Source: an optimization exercise on an open RTL-to-GDS flow (aim: small area). Production flows keep margins and buffers that such runs may drop.
The RTL was checked by simulation tests, not by an equivalence proof against the original design.
No activity file was given, so power comes from the tool's default toggle rates.

$ cat config.mk
export PLATFORM = sky130hd
export DESIGN_NAME = sd_cmd_136b_parser
export DESIGN_NICKNAME = sd_cmd_136b_parser
export VERILOG_FILES = /design/flow/design.v
export SDC_FILE = /design/flow/constraint.sdc
export NUM_CORES = 4
export LEC_CHECK = 0
export CAP_MARGIN = 20
export CORE_MARGIN = 2
export CORE_UTILIZATION = 25
export SLEW_MARGIN = 20
$ cat constraint.sdc
create_clock -name core_clock -period 5.0 [get_ports {CLK}]
set_input_delay 1.0000 -clock core_clock [delete_from_list [all_inputs] [get_ports {CLK}]]
set_output_delay 1.0000 -clock core_clock [all_outputs]
set_load 0.01 [all_outputs]
$ cat design.v
`default_nettype none
module sd_crc7(
  input  wire       CLK,    
  input  wire       RST,   
  input  wire       IN,  
  input  wire       SH, 
  input  wire       EN,  
  output reg  [6:0] CRC
); 
wire         xor6;
assign xor6 = IN ^ CRC[6];  
always @(posedge CLK or posedge RST) 
    if (RST) CRC = 0;  
    else if (EN || SH) 
        begin
            CRC[6] =        CRC[5];
            CRC[5] =        CRC[4];
            CRC[4] =        CRC[3];
            CRC[3] = SH?    CRC[2] : xor6 ^ CRC[2];
            CRC[2] =        CRC[1];
            CRC[1] =        CRC[0];
            CRC[0] = SH?      1'b1 : xor6         ;  
        end
endmodule
`default_nettype none
`timescale 1ns / 1ns                            
module sd_cmd_136b_parser
(                                  
input  wire        CLK,            
input  wire        RST,            
input  wire        I_BIT,            
input  wire        I_EN,            
input  wire        I_48,            
input  wire        I_136,         
output wire [125:0]O_CMD,
output wire        O_CMD_EN,
output wire        O_CMD_EN_TIC,
output wire [  6:0]O_CRC,
output wire        O_CRC_VALID, 
output wire        O_TIMEOUT     
);                  
parameter     CMD_TIMEOUT  =                                                               15'd150;  
reg  [135:0]  i0_cmd_in;
reg           i0_cmd_stb;
wire          i0_cmd_bit;
reg           i0_wait_cmd; 
wire          i0_start; 
reg           i0_wait_48;
reg           i0_wait_136;
reg           i0_cmd_pend;
wire          i0_cmd_endbit;
reg  [  8:0]  i0_cmd_tcnt;
reg  [  8:0]  i0_cmd_ccnt;
reg  [  3:0]  i0_cmd_scnt;      
wire          i0_cmd_body_f;
wire          i0_cmd_crc_f;  
wire          i0_cmd_skip_head136_f;
wire          i0_crc_en; 
wire          i0_crc_in;
wire          i0_crc_rst; 
wire  [  6:0] i0_crc_rec;   
wire          i0_timeout_f;
reg  [  9:0]  i0_timeout_cnt;
wire  [  6:0] i1_crc_cal;
reg   [  6:0] i1_crc_rec;  
reg           i1_crc_valid;
reg           i1_cmd_en;  
reg           i1_cmd_en_tic;    
assign i0_cmd_bit =                                                                          I_BIT; 
always@(posedge CLK or posedge RST)
if(RST)                     i0_cmd_stb<=                                                      1'b0; 
else                        i0_cmd_stb<=                                                      I_EN;
always@(posedge CLK)
     if(i0_cmd_endbit      )i0_cmd_in <=                                                 i0_cmd_in; 
else if(i1_cmd_en          )i0_cmd_in <=                                                 i0_cmd_in; 
else if(i0_cmd_stb         )i0_cmd_in <=                                   {i0_cmd_in, i0_cmd_bit};
always@(posedge CLK)
     if( i0_cmd_endbit     )i0_wait_cmd  <=                                                   1'b0; 
else if( i0_start          )i0_wait_cmd  <=                                                   1'b0; 
else                        i0_wait_cmd  <=                           I_EN && !i0_cmd_pend        ;  
assign                      i0_start  =                                  i0_wait_cmd & !i0_cmd_bit; 
always@(posedge CLK)
     if( i0_cmd_endbit     )i0_wait_48   <=                                                   1'b0; 
else if( i0_start          )i0_wait_48   <=                                                   1'b0; 
else                        i0_wait_48   <=                           I_EN && !i0_cmd_pend && I_48; 
always@(posedge CLK)
     if( i0_cmd_endbit     )i0_wait_136  <=                                                   1'b0; 
else if( i0_start          )i0_wait_136  <=                                                   1'b0; 
else                        i0_wait_136  <=                          I_EN && !i0_cmd_pend && I_136; 
always@(posedge CLK or posedge RST)
if(RST)                     i0_cmd_pend  <=                                                   1'b0; 
else if(!i0_cmd_stb        )i0_cmd_pend  <=                                                   1'b0; 
else if( i0_start          )i0_cmd_pend  <=                                                   1'b1; 
else if( i0_cmd_endbit     )i0_cmd_pend  <=                                                   1'b0; 
else                        i0_cmd_pend  <=                                            i0_cmd_pend; 
assign i0_cmd_endbit   =                                              i0_cmd_pend & i0_cmd_tcnt[8];  
always@(posedge CLK or posedge RST)
 if(RST)                                      i0_cmd_tcnt <=                           9'h100     ;
 else if(i0_wait_48  && !i0_cmd_bit         ) i0_cmd_tcnt <=                                 9'd46;
 else if(i0_wait_136 && !i0_cmd_bit         ) i0_cmd_tcnt <=                                9'd134; 
 else if(i0_cmd_tcnt[8]                     ) i0_cmd_tcnt <=                    i0_cmd_tcnt       ;
 else                                         i0_cmd_tcnt <=                    i0_cmd_tcnt - 9'd1;
always@(posedge CLK or posedge RST)
 if(RST)                                      i0_cmd_ccnt <=                           9'h100     ; 
 else if(i0_wait_48  && !i0_cmd_bit         ) i0_cmd_ccnt <=                                 9'd38; 
 else if(i0_wait_136 && !i0_cmd_bit         ) i0_cmd_ccnt <=                                9'd126;  
 else if(i0_cmd_ccnt[8]                     ) i0_cmd_ccnt <=                    i0_cmd_ccnt       ;
 else                                         i0_cmd_ccnt <=                    i0_cmd_ccnt - 9'd1; 
always@(posedge CLK or posedge RST)
 if(RST)                                      i0_cmd_scnt <=                           4'h8       ;
 else if(i0_wait_136 && !i0_cmd_bit         ) i0_cmd_scnt <=                                  4'h6;  
 else if(i0_cmd_scnt[3]                     ) i0_cmd_scnt <=                    i0_cmd_scnt       ;
 else                                         i0_cmd_scnt <=                    i0_cmd_scnt - 4'd1; 
assign i0_cmd_body_f=                                   i0_cmd_stb & (i0_start || !i0_cmd_ccnt[8]);
assign i0_cmd_crc_f =                                            i0_cmd_ccnt[8] && !i0_cmd_tcnt[8];
assign i0_cmd_skip_head136_f =                                                     !i0_cmd_scnt[3];
assign i0_crc_en    =                                                                i0_cmd_body_f;  
assign i0_crc_in    =                                                                   i0_cmd_bit;  
assign i0_crc_rst   =                                         !i0_cmd_stb || i0_cmd_skip_head136_f; 
assign i0_crc_rec   =                                                             i0_cmd_in[ 7: 1];
always@(posedge CLK or posedge RST)
 if(RST)                                      i0_timeout_cnt <=                        CMD_TIMEOUT;
 else if(!i0_cmd_stb                        ) i0_timeout_cnt <=                        CMD_TIMEOUT;
 else                                         i0_timeout_cnt <=             i0_timeout_cnt - 10'd1; 
assign i0_timeout_f  =                                                           i0_timeout_cnt[9];
 sd_crc7 cmd_crc_in(
  .CLK  (CLK),    
  .RST  (i0_crc_rst),   
  .IN   (i0_crc_in), 
  .SH   (1'b0),  
  .EN   (i0_crc_en),
  .CRC  (i1_crc_cal)
);                                                                                                  
always@(posedge CLK or posedge RST)
 if(RST)                                      i1_cmd_en    <=                                 1'b0;
 else if(!i0_cmd_stb                        ) i1_cmd_en    <=                                 1'b0;
 else if(i0_cmd_endbit                      ) i1_cmd_en    <=                                 1'b1; 
 else                                         i1_cmd_en    <=                            i1_cmd_en; 
always@(posedge CLK or posedge RST)
 if(RST)                                      i1_cmd_en_tic<=                                 1'b0;
 else if(!i0_cmd_stb                        ) i1_cmd_en_tic<=                                 1'b0;
 else if(i0_cmd_endbit                      ) i1_cmd_en_tic<=                                 1'b1; 
 else                                         i1_cmd_en_tic<=                                 1'b0; 
always@(posedge CLK or posedge RST)
 if(RST)                                      i1_crc_rec   <=                                 1'b0;
 else if(i0_cmd_endbit                      ) i1_crc_rec   <=                           i0_crc_rec; 
 else                                         i1_crc_rec   <=                           i1_crc_rec; 
always@(posedge CLK or posedge RST)
 if(RST)                                      i1_crc_valid <=                                 1'b0;
 else if(i0_cmd_endbit                      ) i1_crc_valid <=           (i0_crc_rec == i1_crc_cal); 
 else                                         i1_crc_valid <=                         i1_crc_valid;
assign O_CMD_EN     =                                                                    i1_cmd_en;
assign O_CMD_EN_TIC =                                                                i1_cmd_en_tic;
assign O_CMD        =                                                             i0_cmd_in[133:8];
assign O_CRC        =                                                                   i1_crc_rec;
assign O_CRC_VALID  =                                                                 i1_crc_valid;
assign O_TIMEOUT    =                                                                 i0_timeout_f;
endmodule
$ cat run.sh
#!/bin/bash
# synth_recipe.tcl (not shown) runs the flow's synth.tcl, then flattens the netlist and writes it again
# the make line also repeats each setting of config.mk as NAME=value (left out here)
make -C /OpenROAD-flow-scripts/flow DESIGN_CONFIG=/design/flow/config.mk WORK_HOME=/design/flow/orfs CLKGATE_MAP_FILE= SYNTH_SCRIPT=/design/flow/synth_recipe.tcl finish
==> flow_summary.json <==
{
  "synth_top_area_share_pct": 54.4,
  "synth_seq_cells": 188,
  "top_level_ports": 143,
  "place_hpwl_mm": 9.04,
  "hold_buffers": 0,
  "holdPathStages": 0,
  "synth_top_area_cell": "edfxtp_1",
  "end_kind": "output pin",
  "path_cells": "clkdlybuf4s50_1",
  "ys_seq_area_share_pct": 72.5,
  "finalHoldViolations": 0,
  "path_class": "reg2out",
  "drcViolationCount": 0,
  "clkLatencyLatePin_ns": 0.44,
  "syn-num-nets": 483,
  "rsz0062_at_grt": "no",
  "rows": 62,
  "place_congestion": 0.760,
  "power_density_nw_per_um2": 465,
  "cts_buffers": 17,
  "syn_avg_cell_area_um2": 15.6,
  "grt_max_degree": 77,
  "netlist_top_cells_area": "edfxtp_1, dfrtp_1, buf_4, dfstp_2, mux2_2",
  "arrival_ns": 1.47,
  "start_util_pct": 25.6,
  "cts_resized": 0,
  "min_to": "i0_cmd_in[1]",
  "htreeDepth": 4,
  "fin_util_pct": 31.0,
  "p_leak_nw": 3.23,
  "die_x_um": 176,
  "final_nets": 517,
  "grt_antenna_before_repair": 0,
  "setup-violations-final": 0,
  "hold_ws_ns": 0.423,
  "globalRouteTotalUtil_pct": 8.77,
  "hold_class": "reg2reg",
  "die_area_um2": 31000,
  "dr_total_vias": 3465,
  "slew_violations": 0,
  "syn_inst": 473,
  "pre_cts_ws_ns": 2.17,
  "wl_mm": 13.2,
  "placed_cells": 872,
  "postCtsSetupRepairBufs": 0,
  "reg2regPathDepth": 2,
  "cp_slowest_cell": "clkdlybuf4s50_1",
  "core_area_um2": 28900,
  "yosysWarnings": 2,
  "crit_family": "buffers and inverters",
  "slew_headroom_pct": 43.8,
  "worst_pin_slew_ns": 0.843,
  "slowest_delay_ns": 0.58,
  "stdcell_count": 904,
  "vias_per_cell": 3.83,
  "r2r_slack_ns": 2.80,
  "finalCritPeriodShare_pct": 49.4,
  "drtAntennaViolNets": 0,
  "overflow": 0,
  "die_h_um": 176,
  "min_from": "i0_cmd_in[0]",
  "syn_to_final_growth_pct": 21.4,
  "first_iter_violations": 176,
  "finalSetupTns_ns": 0,
  "finalPower_mw": 4.17,
  "cp.required_ns": 4.00,
  "clk_pin_slew_ns": 0.07,
  "drive_above_1_share_pct": 12.9,
  "maxCapViolations": 0,
  "cts_tree": "done",
  "status": "finished clean",
  "clockBufferDepth": 2,
  "grt_pass1_vias": 3457,
  "grt_pass1_wl_mm": 20.2,
  "fin_crit_ns": 2.47,
  "maxClockFrequency_mhz": 405,
  "syn-cell-area_um2": 7400,
  "antenna_cells": 0,
  "placed_area_um2": 8380,
  "drtPass1Iterations": 4,
  "io_buffer_count": 142,
  "cts-root-buf": "clkbuf_16",
  "wl_per_cell_um": 14.6,
  "critPathMaxFanout": 2,
  "timing.final.ws_setup_ns": 2.53,
  "cts.sinks": 188,
  "finalInstanceArea_um2": 8980,
  "synth_cell_type_count": 40,
  "vdd_drop_max_mv": 0.225,
  "path_buf_inv": 1,
  "timing.rr.end": "i0_cmd_in[69]",
  "finClkSkew_ns": 0.0117,
  "r2r_start": "i0_cmd_stb",
  "cp-start-kind": "register"
}
## cell usage in the layout, fill, tap and decap left out, types with 4 or more instances in the layout
cell type and instances:
o31ai_1 4, nor2b_1 4, ha_1 4, nand3_1 5, inv_6 7, or4_1 7
inv_1 12, edfxtp_1 134, clkbuf_16 17, xor2_1 15, nor4_1 5, or2_2 4
clkdlybuf4s50_1 142, or3_1 9, o21ai_0 8, a21oi_1 8, dfstp_2 7, nor2_1 11
mux2_2 15, dfrtp_1 44, nand2b_1 7, nand2_1 8
## state kept, by name, summed over array words and instances, names as in the netlist
name	cells
i0_timeout_cnt	10
i1_cmd_en_tic	1
i0_cmd_ccnt	9
i1_crc_valid	1
i0_cmd_tcnt	9
i0_wait_136	1
i0_wait_cmd	1
i0_cmd_in	134
i0_cmd_stb	1
i0_cmd_pend	1
i0_cmd_scnt	4
cmd_crc_in.CRC	7
i0_wait_48	1
i1_crc_rec	7
i1_cmd_en	1
## cell usage after synthesis
master	count
ha_1	4
or4_2	1
or2_2	4
nor2b_1	4
mux2i_1	3
nor3_1	1
nand2_1	8
o21ba_2	1
edfxtp_1	134
o21bai_1	1
or3_1	9
nand2b_1	7
a21oi_1	8
a22o_1	1
o211ai_1	3
clkbuf_1	3
xor2_1	15
or4_4	1
or3b_2	1
nor2_1	11
o31ai_1	4
o21ai_0	8
nand3_1	5
and2_1	4
a31oi_1	3
o21ai_1	1
or3_2	2
inv_1	13
or4_1	7
o41a_1	1
dfstp_2	7
mux2_2	15
dfxtp_1	3
buf_4	126
nor3b_1	1
dfrtp_1	44
nor4_1	5
a21oi_2	1
xnor2_1	2
or4b_4	1
## worst max-delay path by stage
stage	start	to	slack, ns	depth (start not counted)
floorplan	i0_cmd_tcnt[8]	i0_cmd_in[0]	0.73	3
global placement	I_BIT	cmd_crc_in.CRC[4]	2.23	4
detailed placement	I_BIT	cmd_crc_in.CRC[4]	2.17	4
CTS	i0_cmd_in[64]	O_CMD[56]	2.44	1
global route	i0_cmd_in[64]	O_CMD[56]	2.42	1
finish	i0_cmd_in[34]	O_CMD[26]	2.53	1
## per-layer routing
layer	global-route usage, %	vias to the layer above	routed length, µm
met5	0	-	0
met4	3.31	0	121
met3	3.62	10	940
met2	13.1	118	5930
met1	11.4	1720	6190
li1	-	1617	-
## logic make-up after synthesis
kind of cell | count (synthesis) | synth area share, %
flops | 188 | 72.5
buf+inv | 142 | 13.6
simple gates | 72 | 5.75
compound gates | 32 | 2.74
mux | 18 | 2.69
xor+xnor | 17 | 2.01
fa+ha+maj | 4 | 0.676
## cell type report
cell class	instances	area, µm²
Fill cell	2841	20000
Sequential cell	188	5370
Timing Repair Buffer	144	1450
Multi-Input combinational cell	143	1030
Tap cell	384	480
Clock buffer	18	429
Clock inverter	14	179
Inverter	13	48.8
## power breakdown
group | leakage [nW] | switching (mW) | internal (mW)
combinational | 0.982 | 0.292 | 0.356
clock | 0.291 | 0.608 | 0.797
sequential | 1.96 | 0.179 | 1.94

## re-timing with driven ports
Ports are ideal in the flow. The routed layout listed here was re-timed in OpenROAD.
Step 1 (the two cells are an assumption about what drives the block):
set clk [get_ports {CLK}]
set_driving_cell -lib_cell sky130_fd_sc_hd__clkbuf_16 $clk
set_driving_cell -lib_cell sky130_fd_sc_hd__buf_2 [delete_from_list [all_inputs] $clk]
Step 2, shift: input delay + t, output delay - t, t = (earliest + latest rising clock arrival at the registers) / 2. This alone moves slack from input paths to output paths.
Three values: ideal, step 1, step 2; two values: the first two.
t (ns): 0.473
setup slack, ns: 2.528 / 2.488 / 2.159
worst setup path at the end: input to register
worst data-port slew with drivers (ns): 0.04
cell pins on the clock port's net: 1
After both steps setup and hold are still met in this run. The setup slack of this run moves by -0.040 ns with the drivers and by -0.369 ns with both steps.
